Source: an optimization exercise on an open RTL-to-GDS flow (aim: small area). Production flows keep margins and buffers that such runs may drop.
Function was checked by simulation only, so behaviour that the tests miss may differ from the original.
Power is estimated from default activity; no workload was simulated.

`config.mk`:
```
export PLATFORM = sky130hd
export DESIGN_NAME = top
export DESIGN_NICKNAME = top
export VERILOG_FILES = /design/flow/design.v
export SDC_FILE = /design/flow/constraint.sdc
export NUM_CORES = 4
export LEC_CHECK = 0
export CAP_MARGIN = 20
export CORE_MARGIN = 2
export CORE_UTILIZATION = 40
export SLEW_MARGIN = 20
```
`constraint.sdc`:
```
create_clock -name core_clock -period 10.0 [get_ports {i_clk}]
set_input_delay 2.0000 -clock core_clock [delete_from_list [all_inputs] [get_ports {i_clk}]]
set_output_delay 2.0000 -clock core_clock [all_outputs]
set_load 0.01 [all_outputs]
```
`design.v`:
```
module ALU(
	input i_clk,
	input [3:0] i_cnt,
	input logic[2:0] i_op,
	input logic[1:0] i_x,
	input logic[1:0] i_y,
	output logic[7:0] o_result
	);
	logic c;
	logic[2:0] amount;
	logic[1:0] y;
	logic c1;
	logic c2;
	logic[1:0] r;
	wire first = i_cnt == 12;
	wire pass = i_cnt >= 9 && i_cnt <= 12;
	wire shifting = i_cnt >= 2 && i_cnt <= 8;
	wire shift_op = i_op[2] & (i_op[1] | i_op[0]);
	wire cin = first ? i_op[0] : c;
	always_comb begin
		y = i_y ^ {2{i_op[0]}};
		c1 = (i_x[0] & y[0]) | (cin & (i_x[0] ^ y[0]));
		c2 = (i_x[1] & y[1]) | (c1 & (i_x[1] ^ y[1]));
		case(i_op)
			0, 1: r = i_x ^ y ^ {c1, cin};
			2: r = i_x & i_y;
			3: r = ~(i_x | i_y);
			4: r = i_x ^ i_y;
			default: r = i_x;
		endcase
	end
	always_ff @(posedge i_clk)
		if(pass) begin
			o_result <= {r, o_result[7:2]};
			if(!shift_op)
				c <= c2;
			else if(first)
				c <= 1'b0;
			else if(i_cnt == 11)
				c <= i_y[1];
			else
				c <= c | i_y[1] | i_y[0];
			if(first)
				amount[1:0] <= i_y;
			if(i_cnt == 11)
				amount[2] <= i_y[0];
		end else if(shifting && shift_op) begin
			if(c)
				o_result <= '0;
			else if(amount != 0) begin
				o_result <= i_op[1] ? o_result >> 1 : o_result << 1;
				amount <= amount - 1'b1;
			end
		end
endmodule
module debounce(
	input i_clk,
	input i_rst,
	input [WIDTH - 1:0] i_btn,
	output [WIDTH - 1:0] o_events,
	output [WAIT - 1:0] o_counter
	);
	parameter WIDTH = 1;
	parameter WAIT = 4;
	logic[WAIT - 1:0] counter;
	logic[WIDTH - 1:0] debounced;
	logic[WIDTH - 1:0] events;
	always_ff @(posedge i_clk)
		if(i_rst)
		begin
			debounced <= '0;
			events <= '0;
			counter <= '0;
		end else
		begin
			if(counter == 2)
			begin
				debounced <= i_btn;
				events <= debounced & ~i_btn;
			end
			counter <= counter - 1'b1;
		end
	assign o_events = events;
	assign o_counter = counter;
endmodule
module top(
	input i_clk,
	input i_rst,
	input [10:0] i_btn,
	output [11:0] o_led
	);
	typedef enum logic[2:0] {S_OP, S_REG_SEL, S_REG_EDIT, S_X_REG_SEL, S_Y_REG_SEL, S_RES_REG_SEL, S_RES} states;
	states state;
	logic[2:0] op;
	logic[2:0] x_reg;
	logic[2:0] y_reg;
	logic[2:0] res_reg;
	logic[2:0] sel_reg;
	logic[7:0] rings[8];
	logic clearing;
	logic[7:0] shown_reg;
	logic[7:0] shown;
	wire[10:0] ev_held;
	wire[3:0] cnt;
	wire[7:0] alu_out;
	debounce #(11, 4) debouncer0(i_clk, i_rst, i_btn, ev_held, cnt);
	wire pending = cnt == 13;
	wire win = cnt == 13 || cnt == 14 || cnt == 15 || cnt == 0 || cnt == 1;
	wire[10:0] ev = ev_held & {11{pending}};
	wire[1:0] ph = {cnt[1] ^ cnt[0], cnt[0]};
	wire edit = state == S_REG_EDIT;
	wire in_res = state == S_RES;
	wire[7:0] edit_ev = edit ? ev[7:0] : 8'b0;
	wire[2:0] addr_x = state == S_REG_SEL ? sel_reg ^ ev_held[2:0] : x_reg;
	wire[1:0] tap_x = rings[addr_x][1:0];
	wire[1:0] tap_y = rings[y_reg][1:0];
	wire[1:0] shown_pair = shown_reg[2 * ph +: 2];
	wire[1:0] ev_pair = ev_held[2 * ph +: 2];
	wire[1:0] wdata = shown_pair ^ (edit ? ev_pair : 2'b0);
	wire we = win & (edit | (in_res & ev_held[10]));
	wire[2:0] waddr = edit ? sel_reg : res_reg;
	wire[1:0] alu_x = in_res && x_reg == res_reg ? shown_pair : tap_x;
	wire[1:0] alu_y = in_res && y_reg == res_reg ? shown_pair : tap_y;
	ALU alu0(i_clk, cnt, op, alu_x, alu_y, alu_out);
	always_ff @(posedge i_clk)
		for(int i = 0; i < 8; i++)
			rings[i] <= {clearing ? 2'b0 : we && waddr == i ? wdata : rings[i][1:0], rings[i][7:2]};
	always_ff @(posedge i_clk)
		if(i_rst)
			clearing <= 1'b1;
		else if(pending)
			clearing <= 1'b0;
	always_ff @(posedge i_clk)
		if(pending && (state == S_RES_REG_SEL || (in_res && ev_held[10])))
			shown_reg <= alu_out;
		else if(state == S_REG_SEL && win)
			shown_reg[2 * ph +: 2] <= tap_x;
		else
			shown_reg <= shown_reg ^ edit_ev;
	always_ff @(posedge i_clk)
	begin
		if(i_rst) begin
			state <= S_OP;
			op <= '0;
			x_reg <= '0;
			y_reg <= '0;
			res_reg <= '0;
			sel_reg <= '0;
		end else
		case(state)
			S_OP: begin
				op <= op ^ ev[2:0];
				if(ev[8])
					state <= S_REG_SEL;
			end
			S_REG_SEL: begin
				sel_reg <= sel_reg ^ ev[2:0];
				if(ev[8])
					state <= S_X_REG_SEL;
				if(ev[9])
					state <= S_REG_EDIT;
			end
			S_REG_EDIT: begin
				if(ev[9])
					state <= S_REG_SEL;
			end
			S_X_REG_SEL: begin
				x_reg <= x_reg ^ ev[2:0];
				if(ev[8])
					state <= S_Y_REG_SEL;
			end
			S_Y_REG_SEL: begin
				y_reg <= y_reg ^ ev[2:0];
				if(ev[8])
					state <= S_RES_REG_SEL;
			end
			S_RES_REG_SEL: begin
				res_reg <= res_reg ^ ev[2:0];
				if(ev[8])
					state <= S_RES;
			end
			default: begin
				if(ev[8])
					state <= S_OP;
			end
		endcase
	end
	always_comb
		case(state)
			S_OP: shown = {5'b0, op};
			S_REG_SEL: shown = {5'b0, sel_reg};
			S_X_REG_SEL: shown = {5'b0, x_reg};
			S_Y_REG_SEL: shown = {5'b0, y_reg};
			S_RES_REG_SEL: shown = {5'b0, res_reg};
			default: shown = shown_reg ^ edit_ev;
		endcase
	assign o_led = {1'b0, state, ~shown};
endmodule
```
`run.sh`:
```
#!/bin/bash
# synth_recipe.tcl (not shown) runs the flow's synth.tcl, then flattens the netlist and writes it again
# the make line also repeats each setting of config.mk as NAME=value (left out here)
make -C /OpenROAD-flow-scripts/flow DESIGN_CONFIG=/design/flow/config.mk WORK_HOME=/design/flow/orfs CLKGATE_MAP_FILE= SYNTH_SCRIPT=/design/flow/synth_recipe.tcl finish
```
==> results.txt <==
==> power breakdown <==
group          switching (mW)  internal [mW]  total [mW]  leakage [nW]
Combinational          0.0566         0.0369      0.0934          1.27
Sequential             0.0219          0.539       0.561          1.06
Clock                   0.242          0.395       0.637         0.296
==> worst max-delay path by stage <==
stage                     endpoint  cells after the start
final                     o_led[2]                      7
after global routing      o_led[2]                      7
after CTS                 o_led[2]                      7
after detailed placement  o_led[2]                      7
after global placement    o_led[2]                      7
after floorplan           o_led[1]                      9
==> cell usage after synthesis, types with 5 or more instances <==
| library cell | count | area share |
|---|---|---|
| dfxtp_1 | 117 | 0.36 |
| nand2_1 | 87 | 0.051 |
| a21oi_1 | 74 | 0.057 |
| nor2_1 | 56 | 0.033 |
| mux2i_1 | 32 | 0.050 |
| clkbuf_1 | 30 | 0.017 |
| o21ai_0 | 30 | 0.023 |
| nor3_1 | 28 | 0.022 |
| inv_1 | 23 | 0.013 |
| nand3b_1 | 19 | 0.022 |
| nand3_1 | 16 | 0.012 |
| buf_2 | 14 | 0.011 |
| or3_1 | 14 | 0.014 |
| edfxtp_1 | 12 | 0.056 |
| ha_1 | 12 | 0.023 |
| nand2b_1 | 12 | 0.012 |
| xnor2_1 | 12 | 0.016 |
| o22ai_1 | 10 | 0.0097 |
| xor2_1 | 9 | 0.012 |
| a31oi_1 | 8 | 0.0077 |
| a211oi_1 | 6 | 0.0070 |
| mux2_2 | 6 | 0.010 |
| nor2b_1 | 6 | 0.0058 |
| nor4_1 | 6 | 0.0058 |
| o31ai_1 | 5 | 0.0058 |
==> cell type report <==
class / instances / area share
clock buffers: 17 / 0.0578
clock inverters: 14 / 0.0250
inverters: 24 / 0.0122
multi-input cells: 526 / 0.465
flip-flops and latches: 129 / 0.368
well taps: 216 / 0.0367
repair buffers: 27 / 0.0354
==> cell usage in the layout (no fill, tap or decap), types with 14 or more instances in the layout <==
cell / count
clkbuf_16: 17
a21oi_1: 74
nand3_1: 16
inv_1: 23
dfxtp_1: 116
nand2_1: 87
or3_1: 14
clkdlybuf4s50_1: 23
o21ai_0: 30
nor3_1: 28
nor2_1: 56
nand3b_1: 19
mux2i_1: 32
==> logic make-up (layout without fill, tap and decap cells) <==
| family | count (synthesis) | in the layout | share of synthesized area |
|---|---|---|---|
| adder cells (fa/ha/maj) | 14 | 14 | 0.0294 |
| XOR/XNOR | 24 | 24 | 0.0360 |
| AND/OR/NAND/NOR | 277 | 277 | 0.224 |
| multiplexers | 46 | 46 | 0.0829 |
| other | 1 | 1 | 0.000580 |
| flip-flops | 129 | 129 | 0.418 |
| buffers and inverters | 78 | 82 | 0.0534 |
| AO/OA/AOI/OAI | 164 | 164 | 0.155 |
==> metal layers <==
metal  up-vias  track usage
met3        27       0.0390
met1      2531        0.268
met2       129        0.285
met5         -            0
li1       2590            -
met4         0       0.0791
==> per-stage QoR <==
step | power [mW] | setup WS (ps) | std cells | area (um^2)
2_1_floorplan | 0.635 | 6050 | 733 | 6460
3_3_place_gp | 0.662 | 4660 | 922 | 6750
3_5_place_dp | 0.665 | 4540 | 922 | 6750
4_1_cts | 1.30 | 4090 | 953 | 7360
5_1_grt | 1.34 | 3740 | 953 | 7360
6_report | 1.29 | 4070 | 953 | 7360
==> out/metrics.yaml <==
status: "no timing/DRC/antenna violations"
dp.final_hpwl_um: 11100
r2r-end: "alu0.o_result[7]"
setup_viol: 0
wl_met2_um: 7170
crit_buf_inv: 1
wirelength_um: 16000
startpoint: "debouncer0.counter[0]"
hp-class: "reg -> reg"
cts_tree: "yes"
antenna_found_initial: 0
fin_tns_setup_ps: 0
io_pins: 25
via_per_inst: 5.54
crit_family: "simple AND/OR/NAND/NOR gates"
io_buffers: 23
synth-edff-count: 12
worstPathRequired_ps: 8000
grt_pass1_vias: 4798
place_congestion: 0.882
overflow: 0
power_density_nw_per_um2: 176
cp.arrival_ps: 3930
p_leak_nw: 2.62
hold_path_end: "rings[1][1]"
r2r_start: "state[0]"
ff2ff_path_depth: 13
relSlewSlack: 0.335
cts.clk_slew.worst_paths_ps: 60
vdd_drop_max_mv: 0.103
layout-area-overhead-vs-synth_pct: 13.8
top_register: "rings"
slowest_delay_ps: 680
syn_inst: 733
ys_ff_latch: 129
yosysSeqAreaShare: 0.418
reg_top3: "rings (64), debouncer0.debounced (11), debouncer0.events (11)"
whs_ps: 320
max_freq_mhz: 169
core_um2: 15800
drt-met1-wl_um: 7890
highest_layer: "met4"
ant_nets: 0
cts_setup_buffers: 0
cp-end-kind: "primary output"
final_util: 0.465
nNetsFinal: 752
initial_core_util: 0.408
multi_input_area_um2: 3420
largest_register_ffs: 64
fin_skew_ps: 11.0
clk-insertion-delay-late_ps: 430
diodes: 0
grt_usage: 0.191
h-tree-depth: 4
rsz0062_at_grt: "no"
nFillCells: 1490
drtIter0Drc: 460
maxCapViolations: 0
drive_gt1_frac: 0.0991
synthArstFlopShare: 0
postCtsResizedCells: 0
period_share: 0.593
finalMaxSlewViolations: 0
cts_sinks: 129
dieWidth_um: 131
critPathMaxFanout: 17
cts-buffers-inserted: 17
wl_per_cell_um: 16.8
row_count: 46
yosysUniqueCellTypes: 71
synthesis.area_um2: 6460
period_minus_slack_ps: 5930
synth_nets: 760
hp-start: "rings[1][3]"
synth_warnings: 4
tightest_slew_ps: 998
wl_met3_um: 611
syn_avg_cell_area_um2: 8.82
root_buffer: "clkbuf_16"
holdBufCountCts: 0
hold_violations: 0
grt_pass1_wl_um: 26000
dieArea_um2: 17200
worstSetupPathType: "reg -> out"
path_cells: "ha_1 -> and3_1 -> nand2_1 -> a21oi_1 -> o221ai_1 -> a222oi_1 -> clkdlybuf4s50_1"
firstDrtPassIters: 5
num_vias: 5277
die_y_um: 131
ff_latch_area_um2: 2700
hold_depth: 0
synth_top_flop_cell: "dfxtp_1"
cpMaxStageDelayCell: "dfxtp_1"
clock_path_buffers: 2
r2r_slack_ps: 5580
route.detailed.drc: 0
worstSetupStartpointType: "register"
grt_max_degree: 50

separate check: timing with driven ports:
How much do the figures lean on ideal ports? The routed layout below was timed once more, with nothing changed but the port constraints. Step 1: set_driving_cell puts a clkbuf_16 on i_clk and a buf_2 on each other input, an assumption about the parent block. Step 2 times the ports against the registers' clock, not the clock port: input delays grow and output delays shrink by t, the midpoint of the rising clock arrivals with the driver on. Slacks: ideal / step 1 / step 2; pairs: ideal / step 1.
t, ns: 0.468
slack for setup (ns): 4.069 / 4.026 / 4.494
worst register clock-pin slew, ns: 0.06 / 0.06
worst slew at a driven data input, ns: 0.04
cell pins on the clock port's net: 1
After both steps setup and hold are still met in this run. For this run, drivers alone change the setup slack by -0.043 ns; drivers and shift together by +0.425 ns.
